This is an optimization exercise on Yosys and OpenROAD, whose aim is small area, not a production implementation.
The RTL was checked by simulation tests, not by an equivalence proof against the original design.
Power is estimated from default activity; no workload was simulated.

`flow/config.mk`:
```
export PLATFORM = sky130hd
export DESIGN_NAME = top
export DESIGN_NICKNAME = top
export VERILOG_FILES = /design/flow/design.v
export SDC_FILE = /design/flow/constraint.sdc
export NUM_CORES = 4
export LEC_CHECK = 0
export ABC_AREA = 1
export CAP_MARGIN = 20
export CORE_MARGIN = 2
export CORE_UTILIZATION = 40
export SLEW_MARGIN = 20
```
`flow/constraint.sdc`:
```
create_clock -name core_clock -period 10.0 [get_ports {clk}]
set_input_delay 2.0000 -clock core_clock [delete_from_list [all_inputs] [get_ports {clk}]]
set_output_delay 2.0000 -clock core_clock [all_outputs]
set_load 0.01 [all_outputs]
```
`flow/design.v`:
```
module top(clk, rst, jumpButton, duckButton, start, collided, Hsynq, Vsynq, run, dead, resetButton, Red, Green, Blue);
  input clk;
  wire clk;
  input rst;
  wire rst;
  input jumpButton;
  wire jumpButton;
  input duckButton;
  wire duckButton;
  input start;
  wire start;
  output collided;
  reg collided;
  output Hsynq;
  wire Hsynq;
  output Vsynq;
  wire Vsynq;
  output run;
  reg run;
  output dead;
  reg dead;
  input resetButton;
  wire resetButton;
  output [3:0] Red;
  wire [3:0] Red;
  output [3:0] Green;
  wire [3:0] Green;
  output [3:0] Blue;
  wire [3:0] Blue;
  reg [14:0] ac;
  reg anim;
  reg [6:0] c;
  wire d_hld;
  wire [6:0] db0;
  reg en;
  wire gs1;
  wire hend;
  reg [7:0] hq;
  wire [2:0] hr;
  reg hr4;
  reg jreg;
  reg menu;
  wire n0;
  wire n1;
  wire n10;
  wire n100;
  wire n101;
  wire n102;
  wire n103;
  wire n104;
  wire n105;
  wire n106;
  wire n107;
  wire n108;
  wire n109;
  wire n11;
  wire n110;
  wire n111;
  wire n112;
  wire n113;
  wire n114;
  wire n115;
  wire n116;
  wire n117;
  wire n118;
  wire n119;
  wire n12;
  wire n120;
  wire n121;
  wire n122;
  wire n123;
  wire n124;
  wire n125;
  wire n126;
  wire n127;
  wire n128;
  wire n129;
  wire n13;
  wire n130;
  wire n131;
  wire n132;
  wire n133;
  wire n134;
  wire n135;
  wire n136;
  wire n137;
  wire n138;
  wire n139;
  wire n14;
  wire n140;
  wire n141;
  wire n142;
  wire n143;
  wire n144;
  wire n145;
  wire n146;
  wire n147;
  wire n148;
  wire n149;
  wire n15;
  wire n150;
  wire n151;
  wire n152;
  wire n153;
  wire n154;
  wire n155;
  wire n156;
  wire n157;
  wire n158;
  wire n159;
  wire n16;
  wire n160;
  wire n161;
  wire n162;
  wire n163;
  wire n164;
  wire n165;
  wire n166;
  wire n167;
  wire n168;
  wire n169;
  wire n17;
  wire n170;
  wire n171;
  wire n172;
  wire n173;
  wire n174;
  wire n175;
  wire n176;
  wire n177;
  wire n178;
  wire n179;
  wire n18;
  wire n180;
  wire n181;
  wire n182;
  wire n183;
  wire n184;
  wire n185;
  wire n186;
  wire n187;
  wire n188;
  wire n189;
  wire n19;
  wire n190;
  wire n191;
  wire n192;
  wire n193;
  wire n194;
  wire n195;
  wire n196;
  wire n197;
  wire n198;
  wire n199;
  wire n2;
  wire n20;
  wire n200;
  wire n201;
  wire n202;
  wire n203;
  wire n204;
  wire n205;
  wire n206;
  wire n207;
  wire n208;
  wire n209;
  wire n21;
  wire n210;
  wire n211;
  wire n212;
  wire n213;
  wire n214;
  wire n215;
  wire n216;
  wire n217;
  wire n218;
  wire n219;
  wire n22;
  wire n220;
  wire n221;
  wire n222;
  wire n223;
  wire n224;
  wire n225;
  wire n226;
  wire n227;
  wire n228;
  wire n229;
  wire n23;
  wire n230;
  wire n231;
  wire n232;
  wire n233;
  wire n234;
  wire n235;
  wire n236;
  wire n237;
  wire n238;
  wire n239;
  wire n24;
  wire n240;
  wire n241;
  wire n242;
  wire n243;
  wire n244;
  wire n245;
  wire n246;
  wire n247;
  wire n248;
  wire n249;
  wire n25;
  wire n250;
  wire n251;
  wire n252;
  wire n253;
  wire n254;
  wire n255;
  wire n256;
  wire n257;
  wire n258;
  wire n259;
  wire n26;
  wire n260;
  wire n261;
  wire n262;
  wire n263;
  wire n264;
  wire n265;
  wire n266;
  wire n267;
  wire n268;
  wire n269;
  wire n27;
  wire n270;
  wire n271;
  wire n272;
  wire n273;
  wire n274;
  wire n275;
  wire n276;
  wire n277;
  wire n278;
  wire n279;
  wire n28;
  wire n280;
  wire n281;
  wire n282;
  wire n283;
  wire n284;
  wire n285;
  wire n286;
  wire n287;
  wire n288;
  wire n289;
  wire n29;
  wire n290;
  wire n291;
  wire n292;
  wire n293;
  wire n294;
  wire n295;
  wire n296;
  wire n297;
  wire n298;
  wire n299;
  wire n3;
  wire n30;
  wire n300;
  wire n301;
  wire n302;
  wire n303;
  wire n304;
  wire n305;
  wire n306;
  wire n307;
  wire n308;
  wire n309;
  wire n31;
  wire n310;
  wire n311;
  wire n312;
  wire n313;
  wire n314;
  wire n315;
  wire n316;
  wire n317;
  wire n318;
  wire n319;
  wire n32;
  wire n320;
  wire n321;
  wire n322;
  wire n323;
  wire n324;
  wire n325;
  wire n326;
  wire n327;
  wire n328;
  wire n329;
  wire n33;
  wire n330;
  wire n331;
  wire n332;
  wire n333;
  wire n334;
  wire n335;
  wire n336;
  wire n337;
  wire n338;
  wire n339;
  wire n34;
  wire n340;
  wire n341;
  wire n342;
  wire n343;
  wire n344;
  wire n345;
  wire n346;
  wire n347;
  wire n348;
  wire n349;
  wire n35;
  wire n350;
  wire n351;
  wire n352;
  wire n353;
  wire n354;
  wire n355;
  wire n356;
  wire n357;
  wire n358;
  wire n359;
  wire n36;
  wire n360;
  wire n361;
  wire n362;
  wire n363;
  wire n364;
  wire n365;
  wire n366;
  wire n367;
  wire n368;
  wire n369;
  wire n37;
  wire n370;
  wire n371;
  wire n372;
  wire n373;
  wire n374;
  wire n375;
  wire n376;
  wire n377;
  wire n378;
  wire n379;
  wire n38;
  wire n380;
  wire n381;
  wire n382;
  wire n383;
  wire n384;
  wire n385;
  wire n386;
  wire n387;
  wire n388;
  wire n389;
  wire n39;
  wire n390;
  wire n391;
  wire n392;
  wire n393;
  wire n394;
  wire n395;
  wire n396;
  wire n397;
  wire n398;
  wire n399;
  wire n4;
  wire n40;
  wire n400;
  wire n401;
  wire n402;
  wire n403;
  wire n404;
  wire n405;
  wire n406;
  wire n407;
  wire n408;
  wire n409;
  wire n41;
  wire n410;
  wire n411;
  wire n412;
  wire n413;
  wire n414;
  wire n415;
  wire n416;
  wire n417;
  wire n418;
  wire n419;
  wire n42;
  wire n420;
  wire n421;
  wire n422;
  wire n423;
  wire n424;
  wire n425;
  wire n426;
  wire n427;
  wire n428;
  wire n429;
  wire n43;
  wire n430;
  wire n431;
  wire n432;
  wire n433;
  wire n434;
  wire n435;
  wire n436;
  wire n437;
  wire n438;
  wire n439;
  wire n44;
  wire n440;
  wire n441;
  wire n442;
  wire n443;
  wire n444;
  wire n445;
  wire n446;
  wire n447;
  wire n448;
  wire n449;
  wire n45;
  wire n450;
  wire n451;
  wire n452;
  wire n453;
  wire n454;
  wire n455;
  wire n456;
  wire n457;
  wire n458;
  wire n459;
  wire n46;
  wire n460;
  wire n461;
  wire n462;
  wire n463;
  wire n464;
  wire n465;
  wire n466;
  wire n467;
  wire n468;
  wire n469;
  wire n47;
  wire n470;
  wire n471;
  wire n472;
  wire n473;
  wire n474;
  wire n475;
  wire n476;
  wire n477;
  wire n478;
  wire n479;
  wire n48;
  wire n480;
  wire n481;
  wire n482;
  wire n483;
  wire n484;
  wire n485;
  wire n486;
  wire n487;
  wire n488;
  wire n489;
  wire n49;
  wire n490;
  wire n491;
  wire n492;
  wire n493;
  wire n494;
  wire n495;
  wire n496;
  wire n497;
  wire n498;
  wire n499;
  wire n5;
  wire n50;
  wire n500;
  wire n501;
  wire n502;
  wire n503;
  wire n504;
  wire n505;
  wire n506;
  wire n507;
  wire n508;
  wire n509;
  wire n51;
  wire n510;
  wire n511;
  wire n512;
  wire n513;
  wire n514;
  wire n515;
  wire [2:0] n516;
  wire n517;
  wire n518;
  wire n519;
  wire n52;
  wire n520;
  wire n521;
  wire n522;
  wire n523;
  wire n524;
  wire n525;
  wire n526;
  wire n527;
  wire n528;
  wire n529;
  wire n53;
  wire n530;
  wire n531;
  wire n532;
  wire n533;
  wire n534;
  wire n535;
  wire n536;
  wire n537;
  wire n538;
  wire n539;
  wire n54;
  wire n540;
  wire n541;
  wire n542;
  wire n543;
  wire n544;
  wire n545;
  wire n546;
  wire n547;
  wire n548;
  wire n549;
  wire n55;
  wire n550;
  wire n551;
  wire n552;
  wire n553;
  wire n554;
  wire n555;
  wire n556;
  wire n557;
  wire n558;
  wire n559;
  wire n56;
  wire n560;
  wire n561;
  wire n562;
  wire n563;
  wire n564;
  wire n565;
  wire n566;
  wire n567;
  wire n568;
  wire n569;
  wire n57;
  wire n570;
  wire n571;
  wire n572;
  wire n573;
  wire n574;
  wire n575;
  wire n576;
  wire n577;
  wire n578;
  wire n579;
  wire n58;
  wire n580;
  wire n581;
  wire n582;
  wire n583;
  wire n584;
  wire n585;
  wire n586;
  wire n587;
  wire n588;
  wire n589;
  wire n59;
  wire n590;
  wire n591;
  wire n592;
  wire n593;
  wire n594;
  wire n595;
  wire n596;
  wire n597;
  wire n598;
  wire n599;
  wire n6;
  wire n60;
  wire n600;
  wire n601;
  wire n602;
  wire n603;
  wire n604;
  wire n605;
  wire n606;
  wire n607;
  wire n608;
  wire n609;
  wire n61;
  wire n610;
  wire n611;
  wire n612;
  wire n613;
  wire n614;
  wire n615;
  wire n616;
  wire n617;
  wire n618;
  wire n619;
  wire n62;
  wire n620;
  wire n621;
  wire n622;
  wire [2:0] n623;
  wire n624;
  wire n625;
  wire n626;
  wire n627;
  wire n628;
  wire n629;
  wire n63;
  wire n630;
  wire n631;
  wire n632;
  wire n633;
  wire n634;
  wire n635;
  wire n636;
  wire n637;
  wire n638;
  wire n639;
  wire n64;
  wire n640;
  wire n641;
  wire n642;
  wire n643;
  wire n644;
  wire n645;
  wire n646;
  wire n65;
  wire n66;
  wire n67;
  wire n68;
  wire n69;
  wire n7;
  wire n70;
  wire n71;
  wire n72;
  wire n73;
  wire n74;
  wire n75;
  wire n76;
  wire n77;
  wire n78;
  wire n79;
  wire n8;
  wire n80;
  wire n81;
  wire n82;
  wire n83;
  wire n84;
  wire n85;
  wire n86;
  wire n87;
  wire n88;
  wire n89;
  wire n9;
  wire n90;
  wire n91;
  wire n92;
  wire n93;
  wire n94;
  wire n95;
  wire n96;
  wire n97;
  wire n98;
  wire n99;
  reg o;
  reg p;
  reg r;
  reg seg;
  wire [6:0] vq;
  reg [2:0] vr;
  wire w;
  assign n171 = n443 | duckButton;
  assign n170 = n277 & ~(n268);
  assign n169 = ~n430;
  assign n168 = n494 | vr[0];
  assign n167 = n168 | n169;
  assign n166 = n170 & ~(n167);
  assign n165 = anim & ~(n166);
  assign n164 = n165 ^ hq[3];
  assign n163 = n164 | n443;
  assign n162 = n383 & ~(n163);
  assign n161 = n410 | n580;
  assign n160 = n161 | n162;
  assign n159 = n410 & ~(n163);
  assign n158 = n357 ^ hq[3];
  assign n157 = ~(n158 & n385);
  assign n156 = n157 | n159;
  assign n155 = n160 & ~(n156);
  assign n154 = ~(n357 & n539);
  assign n153 = n166 & ~(n154);
  assign n152 = duckButton & ~(jumpButton);
  assign n151 = n443 ? jreg : n152;
  assign n150 = n151 ^ vq[3];
  assign n149 = vq[4] ^ vq[3];
  assign n148 = ~(n149 & n150);
  assign n147 = n565 | ~(n387);
  assign n146 = n450 & ~(n147);
  assign n145 = n146 | n148;
  assign n144 = n145 | n153;
  assign n143 = n144 | n155;
  assign n142 = n340 | n292;
  assign n141 = ~n151;
  assign n140 = vq[1] & ~(n431);
  assign n139 = vq[4] & ~(n140);
  assign n138 = n257 & ~(vq[4]);
  assign n137 = n151 & ~(n138);
  assign n136 = n139 ? n141 : n137;
  assign n135 = n136 | n569;
  assign n134 = n395 & ~(vq[1]);
  assign n133 = n387 | n279;
  assign n132 = n150 ? n134 : n133;
  assign n131 = n132 | ~(n135);
  assign n130 = ~(n131 & n142);
  assign n129 = n561 & ~(n410);
  assign n128 = ~(n129 & n150);
  assign n127 = n150 | n185;
  assign n126 = ~(n127 & n296);
  assign n125 = n128 & ~(n126);
  assign n124 = db0[0] & ~(n357);
  assign n123 = n420 & ~(n124);
  assign n122 = n169 & ~(n123);
  assign n121 = n122 | n158;
  assign n120 = n136 & ~(n121);
  assign n119 = n120 | n125;
  assign n118 = n130 & ~(n119);
  assign n117 = n118 | n329;
  assign n116 = ~(n388 | n258);
  assign n115 = n151 & n431;
  assign n114 = n432 & ~(n406);
  assign n113 = n115 ? vq[4] : n114;
  assign n112 = ~(n113 | n116);
  assign n111 = n580 & ~(n460);
  assign n110 = n111 | ~(n382);
  assign n109 = ~(n110 & n112);
  assign n108 = n136 | n298;
  assign n107 = n109 & ~(n108);
  assign n106 = ~(n430 | n462);
  assign n105 = vq[2] & ~(n106);
  assign n104 = n150 ? n105 : n187;
  assign n103 = ~(n302 | n571);
  assign n102 = n565 | ~(n103);
  assign n101 = n104 & ~(n102);
  assign n100 = n101 | n107;
  assign n99 = n117 & ~(n100);
  assign n98 = n143 & ~(n99);
  assign n97 = n98 | ~(n171);
  assign n96 = vq[3] & ~(vq[4]);
  assign n95 = vq[1] & ~(n455);
  assign n94 = n324 & ~(n95);
  assign n93 = n96 & ~(n94);
  assign n92 = db0[0] | ~(vq[1]);
  assign n91 = vq[2] & ~(n92);
  assign n90 = n91 & ~(n357);
  assign n89 = n90 | n387;
  assign n88 = n170 & ~(n89);
  assign n87 = n297 & ~(n88);
  assign n86 = n87 | vq[4];
  assign n85 = hq[1] & ~(db0[0]);
  assign n84 = n142 & ~(n85);
  assign n83 = n293 & ~(n391);
  assign n82 = hq[3] & ~(n329);
  assign n81 = ~(n82 | n83);
  assign n80 = n81 | n84;
  assign n79 = n112 & ~(n80);
  assign n78 = n86 & ~(n79);
  assign n77 = n78 | n93;
  assign n76 = n96 | ~(n451);
  assign n75 = hq[0] & ~(vq[1]);
  assign n74 = n421 & ~(n75);
  assign n73 = n74 ^ n113;
  assign n72 = n293 & ~(n73);
  assign n71 = n76 & ~(n72);
  assign n70 = n103 & ~(n71);
  assign n69 = n77 & ~(n70);
  assign n68 = n69 | n136;
  assign n67 = n323 & ~(n382);
  assign n66 = n67 | n257;
  assign n65 = ~(n386 | n448);
  assign n64 = n65 & ~(n112);
  assign n63 = n66 & ~(n64);
  assign n62 = ~(n63 | n302);
  assign n61 = ~(n92 & n406);
  assign n60 = n140 & ~(n561);
  assign n59 = n61 & ~(n60);
  assign n58 = n318 & ~(n59);
  assign n57 = n58 & ~(n81);
  assign n56 = n57 | n171;
  assign n55 = n56 | n62;
  assign n54 = n68 & ~(n55);
  assign n53 = n396 | ~(n186);
  assign n52 = n407 & ~(n393);
  assign n51 = n140 & ~(n255);
  assign n50 = n51 | n52;
  assign n49 = n141 ? n53 : n50;
  assign n48 = n49 & ~(n54);
  assign n554 = ~(n48 & n97);
  assign n47 = n90 & ~(n268);
  assign n46 = ~(n47 & n136);
  assign n45 = ~(n357 & n422);
  assign n44 = n170 & ~(n45);
  assign n43 = anim & ~(n167);
  assign n42 = ~(n43 & n111);
  assign n41 = ~(n42 | n298);
  assign n40 = n41 | n44;
  assign n39 = n443 | vq[2];
  assign n38 = n39 | n148;
  assign n37 = n40 & ~(n38);
  assign n36 = n46 & ~(n37);
  assign d_hld = n48 & ~(n36);
  assign n551 = n475 | rst;
  assign n550 = n495 & vr[0];
  assign n545 = ~jumpButton;
  assign n35 = n357 & ~(n459);
  assign n34 = n384 & ~(n35);
  assign n33 = n304 | ~(duckButton);
  assign n32 = n33 | n34;
  assign n31 = n331 & ~(n83);
  assign n30 = n31 | n545;
  assign n29 = n32 & ~(n30);
  assign n28 = n29 | ~(n396);
  assign n27 = n368 | n305;
  assign n26 = ~(n27 | hq[7]);
  assign n25 = n192 | ~(n134);
  assign n24 = ~(n25 | n26);
  assign n23 = n28 & ~(n24);
  assign n22 = n23 | o;
  assign n21 = n302 | n414;
  assign n20 = n50 & ~(n21);
  assign n19 = n20 | n396;
  assign n18 = n306 ^ n384;
  assign n17 = n18 | r;
  assign n16 = n19 & ~(n17);
  assign n15 = n22 & ~(n16);
  assign n14 = n15 | n443;
  assign n13 = n397 & n402;
  assign n12 = n443 & ~(p);
  assign n11 = n432 & ~(n418);
  assign n10 = n425 & ~(n11);
  assign n9 = n10 | n12;
  assign n8 = n9 | n13;
  assign n7 = ~(n458 & hr4);
  assign n6 = n7 & ~(n27);
  assign n5 = n6 ^ hq[7];
  assign n4 = n5 | n8;
  assign n3 = n14 & ~(n4);
  assign n2 = n454 & n458;
  assign n1 = n26 & ~(n2);
  assign n0 = hq[7] & ~(n6);
  assign n646 = n443 | ~(o);
  assign n645 = n646 | n0;
  assign n644 = ~(n645 | n1);
  assign n643 = n644 & ~(n28);
  assign w = n643 | n3;
  assign n642 = n413 & ~(c[5]);
  assign n641 = c[6] & ~(n642);
  assign n640 = ~(n413 & n489);
  assign n639 = ~(n640 & n484);
  assign n548 = n639 | n641;
  assign n638 = seg | jumpButton;
  assign n637 = n483 & ~(n545);
  assign n636 = n490 & ~(n637);
  assign n635 = n636 | n487;
  assign n634 = n490 & c[4];
  assign n633 = n479 | ~(n489);
  assign n632 = n634 & ~(n633);
  assign n631 = seg & ~(n632);
  assign n630 = n492 & ~(n631);
  assign n543 = ~(n630 & n635);
  assign n629 = n638 & ~(n543);
  assign n547 = n566 & ~(n629);
  assign n546 = n485 & ~(resetButton);
  assign n628 = n173 | hq[6];
  assign n627 = n173 & hq[6];
  assign n626 = n627 | hend;
  assign n581 = n628 & ~(n626);
  assign n625 = n2 & hq[7];
  assign n624 = ~(n625 | n0);
  assign n622 = ~(n624 & n24);
  assign n621 = n410 & ~(n257);
  assign n620 = hq[2] & ~(c[1]);
  assign n619 = c[1] & ~(hq[2]);
  assign n618 = ~(n619 | n620);
  assign n617 = hq[1] | ~(c[0]);
  assign n616 = hq[1] & ~(c[0]);
  assign n615 = n617 & ~(n616);
  assign n614 = n454 | hr4;
  assign n613 = n614 | ~(seg);
  assign n612 = n561 & ~(n613);
  assign n611 = n612 & n615;
  assign n610 = n617 & ~(n611);
  assign n609 = n610 ^ n618;
  assign n608 = n612 | n615;
  assign n607 = n608 & ~(n609);
  assign n606 = n251 | ~(vq[1]);
  assign n605 = n606 | n607;
  assign n604 = n613 & ~(n561);
  assign n603 = n615 ? n612 : n604;
  assign n602 = n603 | ~(n609);
  assign n601 = n608 | ~(n251);
  assign n600 = n601 & ~(n602);
  assign n599 = n603 & ~(n609);
  assign n598 = hq[3] & ~(c[2]);
  assign n597 = c[2] & ~(hq[3]);
  assign n596 = ~(n597 | n598);
  assign n595 = n616 ? n620 : n619;
  assign n594 = n595 ^ n596;
  assign n593 = n594 | n599;
  assign n592 = n593 | n600;
  assign n591 = n605 & ~(n592);
  assign n590 = ~(n591 | n621);
  assign n589 = n590 & ~(n406);
  assign n588 = n396 & ~(n589);
  assign n587 = ~n615;
  assign n586 = c[3] & ~(hq[4]);
  assign n585 = hq[4] & ~(c[3]);
  assign n584 = ~(n585 | n586);
  assign n583 = ~(n610 & n618);
  assign n575 = n598 | n620;
  assign n574 = n575 | ~(n583);
  assign n573 = n574 & ~(n597);
  assign n572 = ~(n573 ^ n584);
  assign n556 = n572 & ~(n604);
  assign n553 = n556 ? n587 : n608;
  assign n552 = n553 | ~(n431);
  assign n549 = n405 | ~(n249);
  assign n536 = n552 & ~(n549);
  assign n535 = n536 | n588;
  assign n532 = n590 | ~(n572);
  assign n531 = n594 & n602;
  assign n530 = n532 & ~(n531);
  assign n529 = n603 & ~(n572);
  assign n528 = n597 & ~(n585);
  assign n527 = ~(n528 | n586);
  assign n526 = c[4] | ~(hq[5]);
  assign n525 = n526 & ~(n527);
  assign n524 = c[5] & ~(hq[6]);
  assign n523 = n524 | n525;
  assign n522 = hq[6] & ~(c[5]);
  assign n521 = c[6] ^ hq[7];
  assign n520 = ~(n521 | n522);
  assign n519 = hq[5] | ~(c[4]);
  assign n518 = n519 & n526;
  assign n517 = n518 | ~(n527);
  assign n515 = ~(n517 & n520);
  assign n514 = n515 | n523;
  assign n513 = n524 | ~(n521);
  assign n512 = n513 & ~(n527);
  assign n511 = n519 | n520;
  assign n510 = n512 & ~(n511);
  assign n509 = n514 & ~(n510);
  assign n508 = n509 | n529;
  assign n507 = n508 | n530;
  assign n506 = n535 & ~(n507);
  assign n544 = n622 & ~(n506);
  assign n505 = n492 & ~(n635);
  assign n542 = n566 & ~(n505);
  assign n541 = ~collided;
  assign n538 = en & vr[2];
  assign n537 = ~(ac[14] ^ ac[13]);
  assign n504 = ~(n387 & n493);
  assign Vsynq = n13 & ~(n504);
  assign n503 = ~(n453 | hr4);
  assign n502 = n503 | n461;
  assign n501 = n502 & ~(n323);
  assign n500 = hq[4] & ~(n501);
  assign Hsynq = n26 & ~(n500);
  assign n499 = n427 & ~(n416);
  assign n498 = n403 & ~(n499);
  assign n534 = n411 & ~(n498);
  assign n497 = hq[7] & ~(n626);
  assign n496 = n173 & ~(n437);
  assign n533 = n496 | n497;
  always @(posedge clk)
    if (gs1) jreg <= n545;
  always @(posedge clk)
    if (rst) vr[1] <= 1'h0;
    else if (en) vr[1] <= n579;
  always @(posedge clk)
    if (rst) vr[0] <= 1'h0;
    else if (en) vr[0] <= n567;
  always @(posedge clk)
    if (n551) ac[10] <= 1'h0;
    else ac[10] <= ac[9];
  reg n1305;
  always @(posedge clk)
    if (rst) n1305 <= 1'h0;
    else if (n538) n1305 <= n562;
  assign vq[3] = n1305;
  always @(posedge clk)
    if (menu) r <= 1'h1;
    else if (!d_hld) r <= n554;
  always @(posedge clk)
    if (rst) hq[4] <= 1'h0;
    else if (hr4) hq[4] <= n571;
  always @(posedge clk)
    if (n551) ac[3] <= 1'h0;
    else ac[3] <= ac[2];
  reg n1309;
  always @(posedge clk)
    if (n555) n1309 <= 1'h0;
    else n1309 <= n516[0];
  assign hr[0] = n1309;
  always @(posedge clk)
    if (rst) run <= 1'h0;
    else if (start) run <= n541;
  always @(posedge clk)
    if (rst) c[2] <= 1'h1;
    else if (n547) c[2] <= n568;
  always @(posedge clk)
    if (rst) hq[5] <= 1'h0;
    else if (hr4) hq[5] <= n582;
  always @(posedge clk)
    if (n551) ac[14] <= 1'h0;
    else ac[14] <= ac[13];
  always @(posedge clk)
    if (rst) seg <= 1'h1;
    else if (n566) seg <= n543;
  reg n1315;
  always @(posedge clk)
    if (rst) n1315 <= 1'h0;
    else if (n538) n1315 <= n534;
  assign vq[6] = n1315;
  always @(posedge clk)
    if (rst) dead <= 1'h0;
    else if (start) dead <= collided;
  always @(posedge clk)
    if (rst) c[0] <= 1'h0;
    else if (n547) c[0] <= n570;
  reg n1318;
  always @(posedge clk)
    if (rst) n1318 <= 1'h0;
    else if (n538) n1318 <= n557;
  assign vq[2] = n1318;
  always @(posedge clk)
    p <= n354;
  reg n1320;
  always @(posedge clk)
    if (n555) n1320 <= 1'h0;
    else n1320 <= n516[1];
  assign hr[1] = n1320;
  always @(posedge clk)
    if (rst) c[5] <= 1'h0;
    else if (n547) c[5] <= n559;
  always @(posedge clk)
    if (n551) ac[9] <= 1'h0;
    else ac[9] <= ac[8];
  reg n1323;
  always @(posedge clk)
    if (rst) n1323 <= 1'h0;
    else if (n538) n1323 <= n563;
  assign vq[1] = n1323;
  always @(posedge clk)
    if (rst) hq[0] <= 1'h0;
    else if (hr4) hq[0] <= n561;
  reg n1325;
  always @(posedge clk)
    if (rst) n1325 <= 1'h0;
    else if (n538) n1325 <= n564;
  assign vq[4] = n1325;
  always @(posedge clk)
    if (n551) ac[5] <= 1'h0;
    else ac[5] <= ac[4];
  always @(posedge clk)
    if (n551) ac[4] <= 1'h0;
    else ac[4] <= ac[3];
  always @(posedge clk)
    if (n551) ac[0] <= 1'h0;
    else ac[0] <= n537;
  always @(posedge clk)
    if (rst) hq[7] <= 1'h0;
    else if (hr4) hq[7] <= n533;
  always @(posedge clk)
    if (rst) hq[3] <= 1'h0;
    else if (hr4) hq[3] <= n569;
  always @(posedge clk)
    if (n551) ac[7] <= 1'h0;
    else ac[7] <= ac[6];
  always @(posedge clk)
    if (rst) hq[1] <= 1'h0;
    else if (hr4) hq[1] <= n580;
  always @(posedge clk)
    if (rst) en <= 1'h0;
    else en <= hend;
  always @(posedge clk)
    if (rst) vr[2] <= 1'h0;
    else if (en) vr[2] <= n550;
  always @(posedge clk)
    if (rst) anim <= 1'h0;
    else if (n475) anim <= n539;
  always @(posedge clk)
    if (n551) ac[2] <= 1'h0;
    else ac[2] <= ac[1];
  always @(posedge clk)
    if (n551) ac[13] <= 1'h0;
    else ac[13] <= ac[12];
  always @(posedge clk)
    if (rst) collided <= 1'h0;
    else if (n542) collided <= n546;
  always @(posedge clk)
    if (n551) ac[11] <= 1'h0;
    else ac[11] <= ac[10];
  always @(posedge clk)
    if (rst) hq[2] <= 1'h0;
    else if (hr4) hq[2] <= n565;
  always @(posedge clk)
    if (rst) c[4] <= 1'h0;
    else if (n547) c[4] <= n578;
  always @(posedge clk)
    if (rst) o <= 1'h0;
    else if (gs1) o <= n544;
  always @(posedge clk)
    if (n551) ac[6] <= 1'h0;
    else ac[6] <= ac[5];
  always @(posedge clk)
    if (rst) menu <= 1'h1;
    else menu <= n540;
  always @(posedge clk)
    if (rst) c[6] <= 1'h1;
    else if (n547) c[6] <= n548;
  reg n1346;
  always @(posedge clk)
    if (rst) n1346 <= 1'h0;
    else if (n538) n1346 <= n560;
  assign vq[5] = n1346;
  always @(posedge clk)
    if (n551) ac[8] <= 1'h0;
    else ac[8] <= ac[7];
  always @(posedge clk)
    if (rst) c[3] <= 1'h1;
    else if (n547) c[3] <= n576;
  always @(posedge clk)
    if (n551) ac[12] <= 1'h0;
    else ac[12] <= ac[11];
  always @(posedge clk)
    if (n555) hr4 <= 1'h0;
    else hr4 <= n623[2];
  always @(posedge clk)
    if (rst) c[1] <= 1'h1;
    else if (n547) c[1] <= n577;
  always @(posedge clk)
    if (rst) hq[6] <= 1'h0;
    else if (hr4) hq[6] <= n581;
  reg n1353;
  always @(posedge clk)
    if (rst) n1353 <= 1'h0;
    else if (n538) n1353 <= n558;
  assign db0[0] = n1353;
  always @(posedge clk)
    if (n551) ac[1] <= 1'h0;
    else ac[1] <= ac[0];
  assign n495 = vr[1] & ~(vr[2]);
  assign n494 = vr[1] | vr[2];
  assign n493 = ~n494;
  assign n579 = vr[0] ? n493 : n495;
  assign n492 = ~resetButton;
  assign n491 = jumpButton & ~(seg);
  assign n490 = c[2] & c[3];
  assign n489 = ~(c[6] | c[5]);
  assign n488 = ~(seg | c[4]);
  assign n487 = ~(n488 & n489);
  assign n486 = ~(n487 | n490);
  assign n485 = n486 | n491;
  assign n484 = n492 & ~(n485);
  assign n483 = ~(c[0] | c[1]);
  assign n482 = n483 & ~(c[2]);
  assign n481 = n482 & ~(c[3]);
  assign n480 = ~(n481 ^ c[4]);
  assign n578 = n484 & ~(n480);
  assign n479 = ~(c[0] & c[1]);
  assign n478 = n479 & ~(n483);
  assign n577 = ~(n478 & n484);
  assign n477 = ~(n482 ^ c[3]);
  assign n576 = ~(n477 & n484);
  assign n516[0] = ~hr[0];
  assign n476 = ac[2] & ~(ac[3]);
  assign n474 = ~(ac[5] & ac[4]);
  assign n473 = n476 & ~(n474);
  assign n472 = ac[14] | ~(ac[13]);
  assign n471 = ac[0] | ~(ac[1]);
  assign n470 = n471 | n472;
  assign n469 = n473 & ~(n470);
  assign n468 = ac[11] & ~(ac[10]);
  assign n467 = ~(n468 & ac[12]);
  assign n466 = ac[6] | ~(ac[7]);
  assign n465 = ac[8] | ~(ac[9]);
  assign n464 = n465 | n466;
  assign n463 = n464 | n467;
  assign n475 = n469 & ~(n463);
  assign n462 = hq[1] & hq[0];
  assign n461 = ~n462;
  assign n460 = ~hq[2];
  assign n459 = hq[3] & hq[4];
  assign n458 = n459 & ~(n460);
  assign n457 = n458 & ~(n461);
  assign n456 = ~(hq[7] & hr4);
  assign hend = n457 & ~(n456);
  assign n455 = ~(hq[1] | hq[0]);
  assign n580 = ~(n455 | n462);
  assign n454 = hr[1] & hr[0];
  assign n623[2] = n454 ^ hr4;
  assign n453 = hr[1] | hr[0];
  assign n516[1] = n453 & ~(n454);
  assign n452 = ~hq[3];
  assign n451 = n462 & ~(n460);
  assign n450 = n451 ^ n452;
  assign n449 = hq[4] & ~(n450);
  assign n448 = n451 | hq[4];
  assign n447 = ~(hq[3] | hq[4]);
  assign n446 = n447 | n459;
  assign n445 = n448 & ~(n446);
  assign n571 = n445 | n449;
  assign n570 = n484 & ~(c[0]);
  assign n569 = ~n450;
  assign n444 = ~(n483 ^ c[2]);
  assign n568 = ~(n444 & n484);
  assign n567 = ~(vr[0] | vr[2]);
  assign n443 = menu | ~(run);
  assign gs1 = ~n443;
  assign n442 = n567 & vr[1];
  assign n441 = hq[3] & ~(hq[4]);
  assign n440 = ~(n441 & hr4);
  assign n439 = n442 & ~(n440);
  assign n438 = n443 & ~(resetButton);
  assign n437 = hq[7] | ~(hq[6]);
  assign n436 = n437 | hq[5];
  assign n435 = n436 | ~(n451);
  assign n434 = n435 | n438;
  assign n566 = n439 & ~(n434);
  assign n433 = n460 & ~(n462);
  assign n565 = ~(n433 | n451);
  assign n432 = ~vq[4];
  assign n431 = ~(vq[2] & vq[3]);
  assign n430 = db0[0] & vq[1];
  assign n429 = n431 | ~(n430);
  assign n428 = ~(n429 & n432);
  assign n427 = vq[4] & ~(n429);
  assign n426 = ~vq[3];
  assign n425 = vq[6] & vq[5];
  assign n424 = n425 & ~(n426);
  assign n423 = n424 | n427;
  assign n564 = n428 & ~(n423);
  assign n422 = ~(db0[0] | vq[1]);
  assign n421 = ~(n422 | n430);
  assign n563 = n421 & ~(n424);
  assign n420 = ~vq[2];
  assign n419 = n430 & ~(n420);
  assign n418 = n419 | vq[3];
  assign n417 = n424 | ~(n429);
  assign n562 = n418 & ~(n417);
  assign n561 = ~hq[0];
  assign n416 = ~vq[5];
  assign n415 = ~n427;
  assign n414 = n416 ? n415 : n423;
  assign n560 = ~n414;
  assign n413 = n481 & ~(c[4]);
  assign n412 = ~(n413 ^ c[5]);
  assign n559 = n484 & ~(n412);
  assign n558 = ~(n424 | db0[0]);
  assign n411 = ~n424;
  assign n410 = n430 | vq[2];
  assign n409 = n419 | ~(n410);
  assign n557 = n411 & ~(n409);
  assign n540 = ~start;
  assign n408 = vq[6] | ~(vq[5]);
  assign n407 = ~n408;
  assign n406 = ~(vq[2] | vq[3]);
  assign n405 = n408 | n432;
  assign n404 = n405 | n406;
  assign n403 = ~vq[6];
  assign n402 = ~(vq[5] | vq[4]);
  assign n401 = n402 & ~(n403);
  assign n400 = ~(n422 | n431);
  assign n399 = n401 & ~(n400);
  assign n398 = n404 & ~(n399);
  assign n397 = n403 & ~(n418);
  assign n396 = ~(n397 | n398);
  assign n395 = vq[2] & ~(n422);
  assign n394 = n426 & ~(n395);
  assign n393 = vq[4] & ~(n394);
  assign n392 = ~n447;
  assign n391 = n436 | n392;
  assign n390 = n391 | ~(n393);
  assign n389 = n390 | n396;
  assign n388 = ~(vq[1] | vq[2]);
  assign n387 = n388 & ~(db0[0]);
  assign n386 = vq[3] & ~(n387);
  assign n385 = hq[1] | hq[2];
  assign n384 = ~hq[5];
  assign n383 = ~n422;
  assign n382 = n383 & ~(n410);
  assign n381 = n382 & ~(hq[4]);
  assign n380 = n384 & ~(n381);
  assign n379 = n392 & ~(n380);
  assign n378 = n379 | n385;
  assign n377 = hq[2] | ~(hq[4]);
  assign n376 = hq[1] & ~(n377);
  assign n375 = n392 & ~(n376);
  assign n374 = hq[5] & ~(n375);
  assign n373 = n446 & ~(n382);
  assign n372 = n373 | n457;
  assign n371 = n372 | n374;
  assign n370 = n378 & ~(n371);
  assign n369 = n370 | n386;
  assign n368 = hq[5] | hq[6];
  assign n367 = hq[4] | ~(hq[7]);
  assign n366 = n367 | n368;
  assign n365 = n437 | n384;
  assign n364 = n458 & ~(n365);
  assign n363 = n364 | ~(n366);
  assign n362 = n406 & n422;
  assign n361 = n437 | ~(n429);
  assign n360 = n361 | n362;
  assign n359 = n360 | n363;
  assign n358 = n369 & ~(n359);
  assign n357 = n455 | n460;
  assign n356 = ~n357;
  assign n355 = vq[1] | ~(hq[1]);
  assign n353 = n421 & ~(n462);
  assign n352 = n355 & ~(n353);
  assign n351 = n406 & ~(n352);
  assign n350 = n356 & ~(n351);
  assign n349 = n350 | hq[3];
  assign n348 = hq[4] | ~(hq[2]);
  assign n347 = n348 | hq[1];
  assign n346 = vq[4] | ~(hq[0]);
  assign n345 = ~(n346 & n447);
  assign n344 = ~(n345 & n377);
  assign n343 = n347 & ~(n344);
  assign n342 = n343 | n365;
  assign n341 = n349 & ~(n342);
  assign n340 = hq[1] & ~(hq[2]);
  assign n339 = ~(n340 & n441);
  assign n338 = ~(n385 & hq[4]);
  assign n337 = n338 | n451;
  assign n336 = n393 & ~(n337);
  assign n335 = n336 | ~(n339);
  assign n334 = n335 & ~(n436);
  assign n333 = hq[1] & hq[2];
  assign n332 = n333 & ~(n452);
  assign n331 = hq[6] | hq[7];
  assign n330 = ~(hq[5] & hq[4]);
  assign n329 = n330 | n331;
  assign n328 = n332 & ~(n329);
  assign n327 = ~hq[4];
  assign n326 = n436 | n327;
  assign n325 = n333 & ~(n326);
  assign n324 = n327 & ~(n462);
  assign n323 = hq[3] | hq[2];
  assign n322 = n365 | n323;
  assign n321 = n324 & ~(n322);
  assign n320 = n321 | n325;
  assign n319 = n452 & ~(n455);
  assign n318 = ~n319;
  assign n317 = n320 & ~(n318);
  assign n316 = n317 | n328;
  assign n315 = n316 | n334;
  assign n314 = n315 | n341;
  assign n313 = n314 | n358;
  assign n312 = n431 ^ vq[4];
  assign n311 = n313 & ~(n312);
  assign n310 = n389 & ~(n311);
  assign n309 = n407 & ~(n310);
  assign n308 = n309 | start;
  assign n307 = n460 & ~(n455);
  assign n306 = n447 & ~(n451);
  assign n305 = n459 & ~(n357);
  assign n304 = hq[5] & ~(n305);
  assign n303 = n331 | ~(n304);
  assign n302 = n303 | n306;
  assign n301 = n561 & ~(n385);
  assign n300 = n441 & ~(n301);
  assign n299 = n323 & ~(n300);
  assign n298 = n299 | n302;
  assign n297 = n298 | n307;
  assign n296 = n452 ? n356 : n301;
  assign n295 = n446 & ~(n296);
  assign n294 = ~(n295 | n436);
  assign n293 = ~n385;
  assign n292 = n452 ? hq[2] : n293;
  assign n291 = n292 & n294;
  assign n290 = n291 | n320;
  assign n289 = n297 & ~(n290);
  assign n288 = n445 & ~(n436);
  assign n287 = n366 | n452;
  assign n286 = n307 & ~(n287);
  assign n285 = n286 | n288;
  assign n284 = vq[6] & hq[3];
  assign n283 = n284 & ~(n394);
  assign n282 = n283 | n436;
  assign n281 = ~(n282 | n285);
  assign n280 = ~(n281 & n289);
  assign n279 = hq[1] & ~(n410);
  assign n278 = ~(n279 & vq[6]);
  assign n277 = ~n433;
  assign n276 = n277 & ~(n287);
  assign n275 = ~(n276 & n386);
  assign n274 = n278 & ~(n275);
  assign n273 = n333 | hq[3];
  assign n272 = n273 | n301;
  assign n271 = n323 & ~(n366);
  assign n270 = n271 | ~(n272);
  assign n269 = n363 & ~(n270);
  assign n268 = n329 | n272;
  assign n267 = n447 & ~(n433);
  assign n266 = n267 & ~(n365);
  assign n265 = n266 | ~(n268);
  assign n264 = n265 | n269;
  assign n263 = n264 | n274;
  assign n262 = n280 & ~(n263);
  assign n261 = n262 | n398;
  assign n260 = n408 | vq[4];
  assign n259 = n260 | ~(n394);
  assign n258 = vq[1] & vq[2];
  assign n257 = n258 | vq[3];
  assign n256 = vq[6] | ~(vq[4]);
  assign n255 = n256 | vq[5];
  assign n254 = n257 & ~(n255);
  assign n253 = n254 | ~(n259);
  assign n252 = n404 & ~(n253);
  assign n251 = n252 | n386;
  assign n250 = n363 & ~(n251);
  assign n249 = n410 & ~(n426);
  assign n248 = vq[5] & ~(n294);
  assign n247 = n248 | n249;
  assign n246 = ~(n441 & hq[5]);
  assign n245 = n357 & ~(n246);
  assign n244 = n247 & ~(n245);
  assign n243 = n253 & ~(n244);
  assign n242 = n243 | n250;
  assign n241 = n365 | n449;
  assign n240 = n363 | ~(n329);
  assign n239 = n240 | n294;
  assign n238 = n241 & ~(n239);
  assign n237 = n242 & ~(n238);
  assign n236 = n261 & ~(n237);
  assign n235 = n429 & ~(n260);
  assign n234 = n235 | n253;
  assign n233 = ~(n338 | n241);
  assign n232 = ~n459;
  assign n231 = n433 | n232;
  assign n230 = vq[3] & ~(n388);
  assign n229 = n231 & ~(n230);
  assign n228 = n229 | n416;
  assign n227 = n240 & ~(n228);
  assign n226 = n227 | n269;
  assign n225 = n226 | n233;
  assign n224 = n289 & ~(n225);
  assign n223 = n234 & ~(n224);
  assign n222 = n385 & ~(n319);
  assign n221 = n580 & ~(n421);
  assign n220 = n271 & ~(n221);
  assign n219 = n326 & ~(n220);
  assign n218 = n219 | n222;
  assign n217 = n294 & n332;
  assign n216 = n218 & ~(n217);
  assign n215 = n462 & ~(hq[2]);
  assign n214 = n215 | n394;
  assign n213 = n214 | n386;
  assign n212 = n213 | n216;
  assign n211 = n318 | n449;
  assign n210 = n348 & n377;
  assign n209 = n210 & ~(n319);
  assign n208 = n436 | ~(n410);
  assign n207 = n208 | n418;
  assign n206 = n207 | n209;
  assign n205 = n211 & ~(n206);
  assign n204 = n272 | n395;
  assign n203 = ~(n204 & n249);
  assign n202 = ~(n203 & n418);
  assign n201 = n285 & ~(n202);
  assign n200 = n201 | n205;
  assign n199 = n212 & ~(n200);
  assign n198 = n401 & ~(n199);
  assign n197 = ~(n241 | n446);
  assign n196 = n197 & ~(n253);
  assign n195 = n273 & ~(n329);
  assign n194 = n195 | n196;
  assign n193 = ~n395;
  assign n192 = ~(n401 & vq[3]);
  assign n191 = n193 & ~(n192);
  assign n190 = n251 & ~(n191);
  assign n189 = n194 & ~(n190);
  assign n188 = n197 | n363;
  assign n187 = ~n258;
  assign n186 = n405 | n187;
  assign n185 = ~n410;
  assign n184 = n267 | n185;
  assign n183 = ~(n394 & n401);
  assign n182 = n184 & ~(n183);
  assign n181 = n186 & ~(n182);
  assign n180 = n188 & ~(n181);
  assign n179 = n180 | n540;
  assign n178 = n179 | n189;
  assign n177 = n178 | n198;
  assign n176 = n177 | n223;
  assign n175 = n236 & ~(n176);
  assign n354 = n308 & ~(n175);
  assign n555 = rst | hr4;
  assign n539 = ~anim;
  assign n174 = n457 | hq[5];
  assign n173 = n457 & ~(n384);
  assign n172 = n173 | hend;
  assign n582 = n174 & ~(n172);
  assign n623[1:0] = n516[1:0];
  assign vq[0] = db0[0];
  assign hr[2] = hr4;
  assign Blue = { w, w, w, w };
  assign Green = { w, w, w, w };
  assign Red = { w, w, w, w };
endmodule
```
`flow/flow/run.sh`:
```
#!/bin/bash
# Standard ORFS layout, with two changes:
#  - port buffers are sky130_fd_sc_hd__buf_1 (every input and output still gets one);
#  - clock tree synthesis adds no dummy loads.
set -euo pipefail
export BUFFER_PORTS_ARGS="-buffer_cell sky130_fd_sc_hd__buf_1"
export CTS_ARGS="-sink_clustering_enable -repair_clock_nets -dont_use_dummy_load"
bash standard.sh > standard_flow.log 2>&1
```
`flow/standard.sh`:
```
#!/bin/bash
# synth_recipe.tcl (not shown) runs the flow's synth.tcl, then flattens the netlist and writes it again
# the make line also repeats each setting of config.mk as NAME=value (left out here)
make -C /OpenROAD-flow-scripts/flow DESIGN_CONFIG=/design/flow/config.mk WORK_HOME=/design/flow/orfs CLKGATE_MAP_FILE= SYNTH_SCRIPT=/design/flow/synth_recipe.tcl "${@:-finish}"
```
==> results.yml, run 1 <==
grt:
  grt_pass1_vias: 4585
  grt_max_degree: 18
  antenna_found_initial: 0
  overflow: 0
  grt_pass1_wl_um: 25940
  grt_use_total: 0.2902
sta:
  slew_headroom: 0.4565
  tightest_slew_ps: 809.8
  period_needed_ps: 5335
  finalClockSkew_ps: 27.25
  setup_ws_ps: 4665
  fin_setup_tns_ps: 0
  setup_viol: 0
  maxSlewViolCount: 0
  grt_setup_unrepaired: "no"
  timing.fmax_mhz: 187.4
  fin_crit_sh: 0.5335
  hold_viol: 0
cts:
  cts_htree_levels: 2
  cts_tree: "yes"
  cts_root_buf: "clkbuf_8"
  clk_pin_slew_worst_paths_ps: 110
  clock-sinks: 54
  post_cts_buffers: 0
  cts_resized: 0
  hold_buffers: 0
  clock_path_buffers: 2
  clock_latency_ps: 340
  cts_buffers: 5
critical_path:
  critPathLaunchType: "flip-flop"
  cp_top_family: "compound AO/OA/AOI/OAI gates"
  end_kind: "output port"
  critPathBufInv: 3
  path_cells: "ha_1 > ha_1 > nor2_1 > inv_1 > o21ai_0 > inv_1 > a21oi_1 > o21ai_0 > nand2_1 > nand2_1 > o21ai_1 > buf_1"
  slowest_delay_ps: 520
  cpMaxStageDelayCell: "o21ai_0"
  cp.arrival_ps: 3340
  cp.required_ps: 8000
  worstSetupPathType: "flip-flop to output port"
  cp_max_fo: 12
synthesis:
  ys_seq_elements: 54
  yosysWarnings: 1
  ys_seq_area_frac: 0.2430
  synthTopCellsByArea: "dfxtp_1 24%, nand2_1 14%, ha_1 11%"
  synth_area_mm2: 0.004491
  syn_nets: 764
  syn_inst: 718
  synth_edf_count: 1
  synth_cell_type_count: 47
  synth.largest_area_cell: "dfxtp_1"
  syn_area_per_cell_um2: 6.254
  synthArstFlopShare: 0
  synth_ff_type: "dfxtp_1"
  netlist.area_leader.share: 0.2363
power:
  powerDensity_mw_per_mm2: 82.33
  fin_total_pwr_mw: 0.3850
  cellLeakagePower_nw: 2.175
  max-vdd-ir-drop_mv: 0.09182
run_status:
  status: "finished clean"
drt:
  antenna_left: 0
  drt_wl_total_um: 16590
  vias: 4922
  drt_iter0_drc: 459
  avgViaCountPerCell: 5.690
  post-route-drc-count: 0
  wl_per_cell_um: 19.17
  drt-pass1-iter-count: 5
floorplanning:
  die_y_um: 110.0
  die_width_um: 110.0
  fp.coreArea_mm2: 0.01089
  die-area_mm2: 0.01209
  initial_utilization: 0.4124
  rows: 38
  ios: 23
cells_and_area:
  layout.nets: 773
  drive_gt1_frac: 0.04414
  fin_area_mm2: 0.004676
  syn_to_final_growth_pct: 4.124
  fill_cells: 1213
  layout_commonest_cell: "nand2_1"
  final_cell_mix: "168 x nand2_1, 109 x inv_1, 79 x nor2_1, 58 x o21ai_0, 53 x dfxtp_1"
  antenna_cells: 0
place:
  hpwl_um: 13240
  place_congestion: 1.018
  port_buffers: 22
  place_area_mm2: 0.004607
  place_ws_ps: 4382
min_path:
  min_path_type: "flip-flop to flip-flop"
flow_run:
  maxCapViolCount: 0
-- metrics by stage --
step	hold slack (ps)	std cells	utilization
final	420.9	865	0.4294
after global placement	415.3	860	0.4231
after CTS	412.0	865	0.4294
after floorplan	408.2	718	-
after global routing	441.2	865	0.4294
after detailed placement	418.0	860	0.4231
-- cell families after synthesis --
| family | Yosys count | synth area share |
|---|---|---|
| AND/OR/NAND/NOR | 343 | 0.3307 |
| flip-flops | 54 | 0.2430 |
| AO/OA/AOI/OAI | 139 | 0.1764 |
| adder cells (fa/ha/maj) | 40 | 0.1115 |
| XOR/XNOR | 3 | 0.005852 |
| buffers and inverters | 139 | 0.1326 |
-- layer usage --
metal / vias up / wire length (µm) / share of wire / GRT usage
met1: 2290 / 7433 / 0.45 / 0.3966
met5: - / 0 / 0 / 0
li1: 2355 / - / - / -
met3: 56 / 1227 / 0.074 / 0.05157
met2: 221 / 7184 / 0.43 / 0.4487
met4: 0 / 738 / 0.044 / 0.1184
-- layout make-up --
| class | instances | area, µm² | area share |
|---|---|---|---|
| well taps | 140 | 175.2 | 0.03746 |
| inverters | 118 | 446.7 | 0.09553 |
| repair buffers | 23 | 90.09 | 0.01927 |
| flip-flops and latches | 54 | 1091 | 0.2333 |
| clock buffers | 5 | 68.82 | 0.01472 |
| multi-input cells | 525 | 2804 | 0.5997 |
-- worst paths after layout --
kind / startpoint / depth (start not counted) / slack [ps] / endpoint
setup / recovery: n1323$_SDFFE_PP0P_ / 12 / 4660 / Blue[2]
hold / removal: ac[5]$_SDFF_PP0_ / 2 / 420 / ac[6]$_SDFF_PP0_
setup reg to reg: hq[3]$_SDFFE_PP0P_ / 14 / 6940 / r$_SDFFE_PP1N_
hold reg to reg: ac[5]$_SDFF_PP0_ / 2 / 420 / ac[6]$_SDFF_PP0_
-- worst reg2reg max path: cells and delay by family, from the launching register on --
family / cells / cell delay [ps]
buf+inv: 2 / 550
flops: 1 / 650
compound gates: 5 / 900
simple gates: 6 / 520
fa+ha+maj: 1 / 360
-- state kept, by name, summed over array words and instances (netlist names), 3 cells and up --
signal	count
vr	3
hq	8
ac	15
c	7
-- Yosys cell counts, types with 6 or more instances --
cell,number
a211oi_1,6
a21oi_1,35
buf_4,14
dfxtp_1,53
ha_1,40
inv_1,109
inv_2,7
nand2_1,168
nand3_1,38
nand4_1,12
nor2_1,79
nor3_1,24
o211ai_1,7
o21ai_0,59
o22ai_1,11
-- where the power goes --
group	total [mW]	leakage, nW	internal, mW	switching [mW]
Combinational	0.0400	1.70	0.0109	0.0291
Clock	0.122	0.0359	0.0456	0.0765
Sequential	0.223	0.439	0.220	0.00338
==> run 2: changes to the inputs <==
==> flow/run.sh (new file) <==
#!/bin/bash
# synth_recipe.tcl (not shown) runs the flow's synth.tcl, then flattens the netlist and writes it again
# the make line also repeats each setting of config.mk as NAME=value (left out here)
make -C /OpenROAD-flow-scripts/flow DESIGN_CONFIG=/design/flow/config.mk WORK_HOME=/design/flow/orfs CLKGATE_MAP_FILE= SYNTH_SCRIPT=/design/flow/synth_recipe.tcl finish
removed: flow/flow/run.sh
removed: flow/standard.sh
==> results.yml, run 2 <==
cells_and_area:
  layout.nets: 772
  antenna_cells: 0
  final_cell_mix: "168 x nand2_1, 109 x inv_1, 79 x nor2_1, 58 x o21ai_0, 53 x dfxtp_1"
  regMostFlops: "ac"
  reg_top3: "ac: 15 flops, hq: 8 flops, c: 7 flops"
  fill_cells: 1195
  largest_register_ffs: 15
  drive_gt1_frac: 0.04677
  syn_to_final_growth_pct: 7.662
  layout_commonest_cell: "nand2_1"
sta:
  slew_headroom: 0.4236
  setup_viol: 0
  period_needed_ps: 6137
  fin_setup_tns_ps: 0
  maxSlewViolCount: 0
  tightest_slew_ps: 856.7
  grt_setup_unrepaired: "no"
  finalClockSkew_ps: 16.33
  fin_hold_ws_ps: 435.1
  hold_viol: 0
  timing.fmax_mhz: 163.0
  fin_crit_sh: 0.6137
synthesis:
  ys_top_cells_by_count: "168 x nand2_1, 109 x inv_1, 79 x nor2_1, 59 x o21ai_0, 53 x dfxtp_1"
  synth_ff_type: "dfxtp_1"
  syn_area_per_cell_um2: 6.254
  syn_inst: 718
  yosysWarnings: 1
  synthArstFlopShare: 0
  synth.largest_area_cell: "dfxtp_1"
  synth_cell_type_count: 47
  ys_seq_area_frac: 0.2430
  netlist.area_leader.share: 0.2363
  syn_nets: 764
  synth_most_common_cell: "nand2_1"
  ys_seq_elements: 54
  synthTopCellsByArea: "dfxtp_1 24%, nand2_1 14%, ha_1 11%"
  synth_edf_count: 1
  synth_area_mm2: 0.004491
cts:
  clock_path_buffers: 2
  hold_buffers: 0
  clock-sinks: 54
  cts_root_buf: "clkbuf_8"
  cts_resized: 0
  clk_pin_slew_worst_paths_ps: 110
  post_cts_buffers: 0
  cts_tree: "yes"
  cts_htree_levels: 2
  clock_latency_ps: 340
  cts_buffers: 5
min_path:
  hold_end: "ac[2]$_SDFF_PP0_"
  hp-start: "ac[1]$_SDFF_PP0_"
  min_delay_path_depth: 2
  min_path_type: "flip-flop to flip-flop"
power:
  clkPwrFrac: 0.351
  power_switching_mw: 0.1218
  seqPwrFrac: 0.549
  swShare: 0.2997
  max-vdd-ir-drop_mv: 0.1171
  powerDensity_mw_per_mm2: 84.05
  cellLeakagePower_nw: 2.239
  internal_power_mw: 0.2846
  comb_power_share: 0.100
place:
  place_congestion: 1.010
  hpwl_um: 13320
  port_buffers: 22
critical_path:
  cp_top_family: "buffers and inverters"
  end_kind: "output port"
  critPathLaunchType: "primary input"
  r2r_cells: 14
  critPathBufInv: 2
  r2r_slack_ps: 6810
  cpMaxStageDelayCell: "clkdlybuf4s50_1"
  rr_startpoint: "hq[3]$_SDFFE_PP0P_"
  crit_start: "duckButton"
  path_depth: 9
  cp.required_ps: 8000
  cp_max_fo: 12
  path_cells: "clkdlybuf4s50_1 > nand3_1 > nand3_1 > a21oi_1 > o21ai_0 > nand2_1 > nand2_1 > o21ai_1 > clkdlybuf4s50_1"
  reg2reg_to: "r$_SDFFE_PP1N_"
  slowest_delay_ps: 680
  worstSetupPathType: "primary input to output port"
  cp.arrival_ps: 4140
grt:
  grt_use_total: 0.2996
  antenna_found_initial: 0
  overflow: 0
  grt_pass1_vias: 4740
  grt_max_degree: 20
  grt_pass1_wl_um: 26660
drt:
  avgViaCountPerCell: 5.687
  wl_per_cell_um: 19.46
  antenna_left: 0
  post-route-drc-count: 0
  drt_iter0_drc: 497
  vias: 4931
  drt_wl_total_um: 16870
  drt-pass1-iter-count: 5
flow_run:
  maxCapViolCount: 0
floorplanning:
  rows: 38
  die_y_um: 110.0
  fp.coreArea_mm2: 0.01089
  die-area_mm2: 0.01209
  initial_utilization: 0.4124
  ios: 23
  die_width_um: 110.0
run_status:
  status: "finished clean"
-- run 2: cells by family (layout without fill, tap and decap cells) --
logic type | after synthesis | count (layout) | share of synthesized area
AND/OR/NAND/NOR | 343 | 343 | 0.3307
AO/OA/AOI/OAI | 139 | 139 | 0.1764
buffers and inverters | 139 | 148 | 0.1326
flip-flops | 54 | 54 | 0.2430
adder cells (fa/ha/maj) | 40 | 40 | 0.1115
XOR/XNOR | 3 | 3 | 0.005852
-- run 2: cell type report --
| cell class | count | area (µm²) | area share |
|---|---|---|---|
| Multi-Input combinational cell | 525 | 2804 | 0.5800 |
| Sequential cell | 54 | 1091 | 0.2257 |
| Inverter | 118 | 446.7 | 0.09239 |
| Timing Repair Buffer | 22 | 220.2 | 0.04555 |
| Tap cell | 140 | 175.2 | 0.03623 |
| Clock buffer | 5 | 68.82 | 0.01423 |
| Clock inverter | 3 | 28.78 | 0.005952 |
-- run 2: layer usage --
layer	global-route usage	vias up	routed length [µm]
met5	0	-	0
met4	0.1582	0	887
met3	0.05335	54	1160
met2	0.4601	225	7294
met1	0.3974	2294	7531
li1	-	2358	-
-- run 2: power groups by stage --
stage          Combinational, mW  Sequential, mW  Clock (mW)
2_1_floorplan             0.0253           0.227           0
3_3_place_gp              0.0396           0.228           0
3_5_place_dp              0.0399           0.228           0
4_1_cts                   0.0401           0.223       0.146
5_1_grt                   0.0459           0.224       0.153
6_report                  0.0405           0.223       0.143
-- run 2: worst register-to-register path: stages, from the launching register on --
cell	delay, ps
dfxtp_1	700
clkinv_2	390
ha_1	380
inv_1	160
nor2_1	80
nor2_1	100
nand3_1	150
a21oi_2	230
o21ai_0	250
a21oi_1	230
o21ai_1	80
nand2_1	80
nand2_1	50
a21oi_1	180
nand2_1	70
-- run 2: worst max-delay path by stage --
| stage | end | slack (ps) |
|---|---|---|
| after floorplan | Blue[0] | 4840 |
| after global placement | Green[1] | 3620 |
| after detailed placement | Green[3] | 3500 |
| after CTS | Green[3] | 3500 |
| after global routing | Green[3] | 3710 |
| final | Green[3] | 3860 |
-- run 2: through the flow --
step | instance area, µm² | total power, mW | setup slack (ps) | std cells | utilization
6_report | 4835 | 0.4064 | 3863 | 867 | 0.4440
2_1_floorplan | 4491 | 0.2523 | 4842 | 718 | -
3_5_place_dp | 4737 | 0.2677 | 3497 | 859 | 0.4351
3_3_place_gp | 4737 | 0.2674 | 3616 | 859 | 0.4351
4_1_cts | 4835 | 0.4092 | 3496 | 867 | 0.4440
5_1_grt | 4835 | 0.4228 | 3710 | 867 | 0.4440

static timing again, ports no longer ideal:
The flow's constraints put no driver on any port. The routed layouts listed below were extracted and timed again, unchanged, in two steps. Step 1 (the two cells are an assumption about what drives the block):
set clk [get_ports {clk}]
set_driving_cell -lib_cell sky130_fd_sc_hd__clkbuf_16 $clk
set_driving_cell -lib_cell sky130_fd_sc_hd__buf_2 [delete_from_list [all_inputs] $clk]
Step 2 adds t to the input delays and takes it off the output delays; t is the mean of the earliest and latest rising clock arrival at the registers after step 1. Input paths then give back, and output paths get back, about the clock's delay inside the block. Three values: no drivers, after step 1, after step 2; two values: the first two.
| run | t, ns | slack for setup (ns) | worst data-port slew with drivers (ns) |
|---|---|---|---|
| run 1 | 0.367 | 4.665 / 4.626 / 4.671 | 0.03 |
| run 2 | 0.368 | 3.863 / 3.842 / 3.842 | 0.03 |
After both steps setup and hold are still met in every run listed. The setup slack of run 2, which loses most, moves by -0.021 ns with the drivers and by -0.021 ns with both steps.
